This design comes from an exercise in tuning for small area and a short achievable clock period on the open sky130 flow, not from production work.
At most, simulation tests tie the RTL to the original design; equivalence was not proved.
Power figures rest on the tool's default switching activity, not on a simulated workload.

==> module fpu, before the edit <==
module fpu #(
    parameter WIDTH = 24
)(
    input   logic clk,
    input   wire logic [WIDTH - 1:0] a,
    input   wire logic [WIDTH - 1:0] b,
    input   wire logic [3:0]         opcode,
    output  logic [WIDTH - 1:0] result
);
    wire       abig  = a[22:0] > b[22:0];
    wire       egt   = a[22:15] > b[22:15];
    wire [3:0] dab   = a[18:15] - b[18:15];
    logic [23:0] a1, b1;
    logic [3:0]  op1;
    logic        abig1, abig1m;    
    logic        eff1;              
    logic [3:0]  sh1;      
    logic        ha1, hb1;  
    always_ff @(posedge clk) begin
        a1    <= a;
        b1    <= b;
        op1   <= opcode;
        abig1 <= abig;
        abig1m <= abig;
        eff1  <= a[23] ^ b[23] ^ opcode[2];
        sh1   <= egt ? dab : 4'd0 - dab;    
        ha1   <= a[22:15] != 8'd0;
        hb1   <= b[22:15] != 8'd0;
    end
    wire is_as   = (op1 == 4'b0000) || (op1 == 4'b0100);
    wire is_max  = (op1 == 4'b0001);
    wire is_min  = (op1 == 4'b0010);
    wire is_fl   = (op1 == 4'b1000);
    wire is_ce   = (op1 == 4'b1001);
    wire is_mul  = (op1 == 4'b0011);
    wire is_abs  = (op1 == 4'b0101);
    wire is_neg  = (op1 == 4'b0110);
    wire        sa = a1[23];
    wire [7:0]  ea = a1[22:15];
    wire [14:0] fa = a1[14:0];
    wire        sb = b1[23];
    wire [7:0]  eb = b1[22:15];
    wire [14:0] fb = b1[14:0];
    wire [15:0] ma     = {ha1, fa};
    wire [15:0] mb     = {hb1, fb};
    wire        sbx    = sb ^ op1[2];
    wire        effsub = eff1;
    wire [15:0] max_   = ma ^ {16{effsub}};
    wire [15:0] mbx    = mb ^ {16{effsub}};
    wire [15:0] maxm   = abig1 ? ma : mb;
    wire [15:0] minx   = abig1 ? mbx : max_;
    wire [7:0]  maxe   = abig1m ? ea : eb;
    wire [31:0] shx    = {{16{effsub}}, minx} >> sh1;
    wire        ssign  = abig1m ? sa : sbx;
    wire [16:0] sum;
    fp_add16 u_add (.x(maxm), .y(shx[15:0]), .ci(effsub), .s(sum[15:0]), .co(sum[16]));
    wire        a_gt = (sa == sb) ? (abig1m ^ sa) : sb;
    wire [23:0] mm   = (a_gt ^ is_min) ? a1 : b1;
    wire [22:0] th;
    genvar k;
    generate for (k = 0; k < 23; k = k + 1) begin : g_th
        assign th[k] = ea >= 8'(128 + k);
    end endgenerate
    wire [14:0] fmask;     
    wire [14:0] cm;        
    wire [14:0] hm;        
    generate for (k = 0; k < 15; k = k + 1) begin : g_masks
        assign fmask[k] = th[14 - k];
        assign cm[k]    = th[8 + k];
        assign hm[k]    = th[22 - k];
    end endgenerate
    wire [14:0] rf   = fa & fmask;
    wire        fhf  = |(fa & ~fmask);
    wire        frz  = ~|rf;
    wire        lt1  = ~th[0] & (ea != 8'd127);
    wire        fup  = sa & fhf;
    wire [7:0]  fl_ei = ea[7] ? {ea[7:4], ea[3:0] + 4'd1} : 8'd128;
    wire [23:0] fl_r = {sa, lt1 ? 8'd0 : (fup & frz) ? fl_ei : ea,
                        rf[14:1], rf[0] | (fup & ~frz)};
    wire        chf  = ~th[22] & |(fa & cm);
    wire [14:0] cx   = fa | ~hm;
    wire [15:0] cpa;                       
    assign cpa[0] = 1'b1;
    generate for (k = 0; k < 15; k = k + 1) begin : g_cpa
        assign cpa[k + 1] = cpa[k] & cx[k];
    end endgenerate
    wire [23:0] ce_r = ~chf ? a1 :
                       sa   ? {1'b1, ea, fa & ~cm} :
                              {1'b0, ea[7:5], ea[4:0] + {4'd0, cpa[15]}, fa ^ (hm & cpa[14:0])};
    wire [23:0] pass_r =
        (is_max | is_min) ? mm :
        is_fl  ? fl_r :
        is_ce  ? ce_r :
        is_abs ? {1'b0, a1[22:0]} :
        is_neg ? {~sa, a1[22:0]} :
        (sa ? 24'hbf8000 : 24'h3f8000);
    wire [31:0] r0, r1;
    fp_mul_tree u_tree (.fa(fa), .fb(fb), .r0(r0), .r1(r1));
    wire        lo_co;     
    fp_cy10 u_lo (.x(r0[9:0]), .y(r1[9:0]), .co(lo_co));
    wire [8:0]  sum9  = {1'b0, ea} + {1'b0, eb};
    wire [8:0]  e9    = sum9 - 9'd127;
    wire        mzero = ~ha1 || ~hb1 || (sum9 < 9'd128);
    wire        movf  = sum9 >= 9'd382;
    wire        meq   = sum9 == 9'd381;
    wire        msign = sa ^ sb;
    wire        is_pass = ~is_mul & ~is_as;
    wire [56:0] d2_mul  = {meq, movf, mzero, msign, e9[7:0], lo_co, r1[31:10], r0[31:10]};
    wire [56:0] d2_as   = {31'd0, ssign, maxe, sum};
    wire [56:0] d2_pass = {33'd0, pass_r & {24{is_pass}}};
    wire [56:0] d2_in;
    generate for (k = 0; k < 24; k = k + 1) begin : g_d2
        fp_sel u_sel (.sa(is_as), .a(d2_as[k]), .sb(is_mul), .b(d2_mul[k]), .c(d2_pass[k]), .y(d2_in[k]));
    end endgenerate
    assign d2_in[25:24] = is_mul ? d2_mul[25:24] : d2_as[25:24];
    assign d2_in[56:26] = d2_mul[56:26];
    logic        k_mul, k_as, k_sub;
    logic [56:0] d2;
    always_ff @(posedge clk) begin
        k_mul <= is_mul;
        k_as  <= is_as;
        k_sub <= effsub;
        d2    <= d2_in;
    end
    wire [16:0] m  = d2[16:0];
    wire [7:0]  me = d2[24:17];
    wire        ms = d2[25];
    logic [3:0] lz;
    always_comb begin
        lz = 4'd15;
        for (int i = 0; i < 16; i++)
            if (m[i]) lz = 4'(15 - i);
    end
    wire [15:0] nsh   = m[15:0] << lz;
    wire [23:0] add_r = m[16] ? {ms, me + 8'd1, m[15:1]} : {ms, me, m[14:0]};
    wire [23:0] sub_r = (m[15:0] == 16'd0) ? {ms, 23'd0} : {ms, me - {4'd0, lz}, nsh[14:0]};
    wire [21:0] ps;                        
    wire        ps_co;
    fp_add22 u_cpa (.x(d2[21:0]), .y(d2[43:22]), .ci(d2[44]),
                    .s(ps), .co(ps_co));
    wire [16:0] p     = ps[21:5];          
    wire [7:0]  pe0   = d2[52:45];
    wire [7:0]  pe1   = d2[52:45] + 8'd1;
    wire [7:0]  pe    = p[16] ? pe1 : pe0;
    wire [14:0] pm    = p[16] ? p[15:1] : p[14:0];
    wire        povf  = d2[55] | (d2[56] & p[16]);
    wire [23:0] mul_r = d2[54] ? 24'd0 : povf ? 24'h7f8000 : {d2[53], pe, pm};
    wire [23:0] as_r = k_sub ? sub_r : add_r;
    wire [23:0] pass3 = d2[23:0] & {24{~k_mul & ~k_as}};
    wire [23:0] res_in;
    generate for (k = 0; k < 24; k = k + 1) begin : g_res
        fp_sel u_sel (.sa(k_as), .a(as_r[k]), .sb(k_mul), .b(mul_r[k]), .c(pass3[k]), .y(res_in[k]));
    end endgenerate
    always_ff @(posedge clk) begin
        result <= res_in;
    end
endmodule
Settings: LEC_CHECK=0, CAP_MARGIN=20, CORE_MARGIN=2, CORE_UTILIZATION=40, SETUP_SLACK_MARGIN=5, SLEW_MARGIN=20, SYNTH_HIERARCHICAL=1, SYNTH_MINIMUM_KEEP_SIZE=0; clock period 8.5 ns.
run.sh (not shown) runs the stock make flow with config.mk's settings and CLKGATE_MAP_FILE= SYNTH_SCRIPT=/design/flow/synth_recipe.tcl, a recipe that flattens the netlist after the stock synthesis.
Then changed:
--- a/flow/design.v
+++ b/flow/design.v
@@ -990,8 +990,9 @@
 );
     wire       abig  = a[22:0] > b[22:0];
     wire       egt   = a[22:15] > b[22:15];
     wire [3:0] dab   = a[18:15] - b[18:15];
+    wire [3:0] dba   = b[18:15] - a[18:15];
     logic [23:0] a1, b1;
     logic [3:0]  op1;
     logic        abig1, abig1m;    
     logic        eff1;              
@@ -1003,9 +1004,9 @@
         op1   <= opcode;
         abig1 <= abig;
         abig1m <= abig;
         eff1  <= a[23] ^ b[23] ^ opcode[2];
-        sh1   <= egt ? dab : 4'd0 - dab;    
+        sh1   <= egt ? dab : dba;    
         ha1   <= a[22:15] != 8'd0;
         hb1   <= b[22:15] != 8'd0;
     end
     wire is_as   = (op1 == 4'b0000) || (op1 == 4'b0100);
The new run completed without violations; worst hold slack gets better by 0.098 ns; maximum frequency goes up slightly; core utilization went up by 0.17 points; final cell count goes up by a few percent; worst setup slack gets better by 0.019 ns.
No functional check of the RTL was part of the second run of this note.


Another version of the RTL of fpu (not shown whole).
Size in the first run: ~2000 cells after synthesis, about 0.019 mm^2 of cells after synthesis.
==> module fpu, before the edit <==
module fpu #(
    parameter WIDTH = 24
)(
    input   logic clk,
    input   wire logic [WIDTH - 1:0] a,
    input   wire logic [WIDTH - 1:0] b,
    input   wire logic [3:0]         opcode,
    output  logic [WIDTH - 1:0] result
);
    wire       abig  = a[22:0] > b[22:0];
    wire       egt   = a[22:15] > b[22:15];
    wire [3:0] dab   = a[18:15] - b[18:15];
    logic [23:0] a1, b1;
    logic [3:0]  op1;
    logic        abig1;
    logic [3:0]  sh1;      
    logic        ha1, hb1;  
    always_ff @(posedge clk) begin
        a1    <= a;
        b1    <= b;
        op1   <= opcode;
        abig1 <= abig;
        sh1   <= egt ? dab : 4'd0 - dab;    
        ha1   <= a[22:15] != 8'd0;
        hb1   <= b[22:15] != 8'd0;
    end
    wire is_as   = (op1 == 4'b0000) || (op1 == 4'b0100);
    wire is_max  = (op1 == 4'b0001);
    wire is_min  = (op1 == 4'b0010);
    wire is_fl   = (op1 == 4'b1000);
    wire is_ce   = (op1 == 4'b1001);
    wire is_mul  = (op1 == 4'b0011);
    wire is_abs  = (op1 == 4'b0101);
    wire is_neg  = (op1 == 4'b0110);
    wire        sa = a1[23];
    wire [7:0]  ea = a1[22:15];
    wire [14:0] fa = a1[14:0];
    wire        sb = b1[23];
    wire [7:0]  eb = b1[22:15];
    wire [14:0] fb = b1[14:0];
    wire [15:0] ma     = {ha1, fa};
    wire [15:0] mb     = {hb1, fb};
    wire        sbx    = sb ^ op1[2];
    wire [15:0] maxm   = abig1 ? ma : mb;
    wire [15:0] minm   = abig1 ? mb : ma;
    wire [7:0]  maxe   = abig1 ? ea : eb;
    wire [15:0] shm    = minm >> sh1;
    wire        effsub = sa ^ sbx;
    wire        ssign  = abig1 ? sa : sbx;
    wire [16:0] sum;
    wire        sum_co;
    fp_add17 u_add (.x({1'b0, maxm}), .y({1'b0, effsub ? ~shm : shm}), .ci(effsub),
                    .s(sum), .co(sum_co));
    wire        a_gt = (sa == sb) ? (abig1 ^ sa) : sb;
    wire [23:0] mm   = (a_gt ^ is_min) ? a1 : b1;
    wire [22:0] th;
    genvar k;
    generate for (k = 0; k < 23; k = k + 1) begin : g_th
        assign th[k] = ea >= 8'(128 + k);
    end endgenerate
    wire [14:0] fmask;     
    wire [14:0] cm;        
    wire [14:0] hm;        
    generate for (k = 0; k < 15; k = k + 1) begin : g_masks
        assign fmask[k] = th[14 - k];
        assign cm[k]    = th[8 + k];
        assign hm[k]    = th[22 - k];
    end endgenerate
    wire [14:0] rf   = fa & fmask;
    wire        fhf  = |(fa & ~fmask);
    wire        frz  = ~|rf;
    wire        lt1  = ~th[0] & (ea != 8'd127);
    wire        fup  = sa & fhf;
    wire [23:0] fl_r = {sa, lt1 ? 8'd0 : (fup & frz) ? ea + 8'd1 : ea,
                        rf[14:1], rf[0] | (fup & ~frz)};
    wire        chf  = ~th[22] & |(fa & cm);
    wire [14:0] cx   = fa | ~hm;
    wire [15:0] cpa;                       
    assign cpa[0] = 1'b1;
    generate for (k = 0; k < 15; k = k + 1) begin : g_cpa
        assign cpa[k + 1] = cpa[k] & cx[k];
    end endgenerate
    wire [23:0] ce_r = ~chf ? a1 :
                       sa   ? {1'b1, ea, fa & ~cm} :
                              {1'b0, ea + {7'd0, cpa[15]}, fa ^ (hm & cpa[14:0])};
    wire [23:0] pass_r =
        (is_max | is_min) ? mm :
        is_fl  ? fl_r :
        is_ce  ? ce_r :
        is_abs ? {1'b0, a1[22:0]} :
        is_neg ? {~sa, a1[22:0]} :
        (sa ? 24'hbf8000 : 24'h3f8000);
    wire [31:0] r0, r1;
    fp_mul_tree u_tree (.fa(fa), .fb(fb), .r0(r0), .r1(r1));
    wire        lo_co;     
    fp_cy10 u_lo (.x(r0[9:0]), .y(r1[9:0]), .co(lo_co));
    wire [8:0]  sum9  = {1'b0, ea} + {1'b0, eb};
    wire [8:0]  e9    = sum9 - 9'd127;
    wire        mzero = ~ha1 || ~hb1 || (sum9 < 9'd128);
    wire        movf  = sum9 >= 9'd382;
    wire        meq   = sum9 == 9'd381;
    wire        msign = sa ^ sb;
    wire        is_pass = ~is_mul & ~is_as;
    wire [56:0] d2_mul  = {meq, movf, mzero, msign, e9[7:0], lo_co, r1[31:10], r0[31:10]};
    wire [56:0] d2_as   = {31'd0, ssign, maxe, sum};
    wire [56:0] d2_pass = {33'd0, pass_r & {24{is_pass}}};
    wire [56:0] d2_in;
    generate for (k = 0; k < 26; k = k + 1) begin : g_d2
        fp_sel u_sel (.sa(is_as), .a(d2_as[k]), .sb(is_mul), .b(d2_mul[k]), .c(d2_pass[k]), .y(d2_in[k]));
    end endgenerate
    assign d2_in[56:26] = d2_mul[56:26];
    logic        k_mul, k_as, k_sub;
    logic [56:0] d2;
    always_ff @(posedge clk) begin
        k_mul <= is_mul;
        k_as  <= is_as;
        k_sub <= effsub;
        d2    <= d2_in;
    end
    wire [16:0] m  = d2[16:0];
    wire [7:0]  me = d2[24:17];
    wire        ms = d2[25];
    logic [3:0] lz;
    always_comb begin
        lz = 4'd15;
        for (int i = 0; i < 16; i++)
            if (m[i]) lz = 4'(15 - i);
    end
    wire [15:0] nsh   = m[15:0] << lz;
    wire [23:0] add_r = m[16] ? {ms, me + 8'd1, m[15:1]} : {ms, me, m[14:0]};
    wire [23:0] sub_r = (m[15:0] == 16'd0) ? {ms, 23'd0} : {ms, me - {4'd0, lz}, nsh[14:0]};
    wire [21:0] ps;                        
    wire        ps_co;
    fp_add22 u_cpa (.x(d2[21:0]), .y(d2[43:22]), .ci(d2[44]),
                    .s(ps), .co(ps_co));
    wire [16:0] p     = ps[21:5];          
    wire [7:0]  pe0   = d2[52:45];
    wire [7:0]  pe1   = d2[52:45] + 8'd1;
    wire [7:0]  pe    = p[16] ? pe1 : pe0;
    wire [14:0] pm    = p[16] ? p[15:1] : p[14:0];
    wire        povf  = d2[55] | (d2[56] & p[16]);
    wire [23:0] mul_r = d2[54] ? 24'd0 : povf ? 24'h7f8000 : {d2[53], pe, pm};
    wire [23:0] as_r = k_sub ? sub_r : add_r;
    wire [23:0] pass3 = d2[23:0] & {24{~k_mul & ~k_as}};
    wire [23:0] res_in;
    generate for (k = 0; k < 24; k = k + 1) begin : g_res
        fp_sel u_sel (.sa(k_as), .a(as_r[k]), .sb(k_mul), .b(mul_r[k]), .c(pass3[k]), .y(res_in[k]));
    end endgenerate
    always_ff @(posedge clk) begin
        result <= res_in;
    end
endmodule
==> module fp_sel, before the edit <==
module fp_sel (input wire sa, input wire a, input wire sb, input wire b, input wire c, output wire y);
    assign y = (sa & a) | (sb & b) | c;
endmodule
make LEC_CHECK=0 CAP_MARGIN=20 CORE_MARGIN=2 CORE_UTILIZATION=40 SETUP_SLACK_MARGIN=5 SLEW_MARGIN=20 SYNTH_HIERARCHICAL=1 SYNTH_MINIMUM_KEEP_SIZE=0 finish   # period 8.5 ns
Next try:
--- a/flow/design.v
+++ b/flow/design.v
@@ -899,13 +899,4 @@
     wire        meq   = sum9 == 9'd381;
     wire        msign = sa ^ sb;
-    wire        is_pass = ~is_mul & ~is_as;
-    wire [56:0] d2_mul  = {meq, movf, mzero, msign, e9[7:0], lo_co, r1[31:10], r0[31:10]};
-    wire [56:0] d2_as   = {31'd0, ssign, maxe, sum};
-    wire [56:0] d2_pass = {33'd0, pass_r & {24{is_pass}}};
-    wire [56:0] d2_in;
-    generate for (k = 0; k < 26; k = k + 1) begin : g_d2
-        fp_sel u_sel (.sa(is_as), .a(d2_as[k]), .sb(is_mul), .b(d2_mul[k]), .c(d2_pass[k]), .y(d2_in[k]));
-    end endgenerate
-    assign d2_in[56:26] = d2_mul[56:26];
     logic        k_mul, k_as, k_sub;
     logic [56:0] d2;
@@ -914,5 +905,10 @@
         k_as  <= is_as;
         k_sub <= effsub;
-        d2    <= d2_in;
+        if (is_mul)
+            d2 <= {meq, movf, mzero, msign, e9[7:0], lo_co, r1[31:10], r0[31:10]};
+        else if (is_as)
+            d2 <= {31'd0, ssign, maxe, sum};
+        else
+            d2 <= {33'd0, pass_r};
     end
     wire [16:0] m  = d2[16:0];
@@ -939,15 +935,11 @@
     wire        povf  = d2[55] | (d2[56] & p[16]);
     wire [23:0] mul_r = d2[54] ? 24'd0 : povf ? 24'h7f8000 : {d2[53], pe, pm};
-    wire [23:0] as_r = k_sub ? sub_r : add_r;
-    wire [23:0] pass3 = d2[23:0] & {24{~k_mul & ~k_as}};
-    wire [23:0] res_in;
-    generate for (k = 0; k < 24; k = k + 1) begin : g_res
-        fp_sel u_sel (.sa(k_as), .a(as_r[k]), .sb(k_mul), .b(mul_r[k]), .c(pass3[k]), .y(res_in[k]));
-    end endgenerate
     always_ff @(posedge clk) begin
-        result <= res_in;
+        if (k_mul)
+            result <= mul_r;
+        else if (k_as)
+            result <= k_sub ? sub_r : add_r;
+        else
+            result <= d2[23:0];
     end
 endmodule
-module fp_sel (input wire sa, input wire a, input wire sb, input wire b, input wire c, output wire y);
-    assign y = (sa & a) | (sb & b) | c;
-endmodule
The changed run finished with timing, DRC and antenna clean.
Sequential share of layout area drops by 0.56 points.
Combinational power came out lower by 11%.
Non-clock buffer count climbs by 46.
Design area is higher by 5.4%.
Cell count increases by 4.5%.
Synthesized cell count goes up by 4.6%.
Global-route usage rose by 1.7 points.
Via count increases by 7.7%.
No run of this note included a check of the RTL's function; only the layout flow was run.

[what the ideal ports hide]
In the flow no input, the clock included, has a driving cell. The finished layouts below were timed again as built, in two steps.
Step 1: set_driving_cell puts a clkbuf_16 on clk and a buf_2 on each other input, an assumption about the parent block.
Step 2 also shifts input and output timing later by t, the mid clock arrival at the registers, as if the neighbouring blocks saw the same clock.
Three values: ideal, step 1, step 2; two values: the first two.
| run | t, ns | slack for setup (ns) | hold WS [ns] | clock arrival spread, ns | worst slew at a driven data input, ns |
|---|---|---|---|---|---|
| the first run of note 1 | 0.514 | 4.971 / 4.971 / 4.554 | 0.543 / 0.543 / 0.543 | 0.013 / 0.013 | 0.04 |
| the second run of note 1 | 0.524 | 4.989 / 4.989 / 4.627 | 0.641 / 0.641 / 0.641 | 0.014 / 0.015 | 0.04 |
| the first run of note 2 | 0.503 | 4.908 / 4.908 / 4.578 | 0.613 / 0.613 / 0.613 | 0.012 / 0.012 | 0.04 |
| the second run of note 2 | 0.528 | 4.486 / 4.486 / 4.486 | 0.479 / 0.479 / 0.479 | 0.032 / 0.031 | 0.04 |
After both steps setup and hold are still met in every run listed. For the first run of note 1, which loses most, drivers alone change the setup slack by 0.000 ns; drivers and shift together by -0.417 ns.
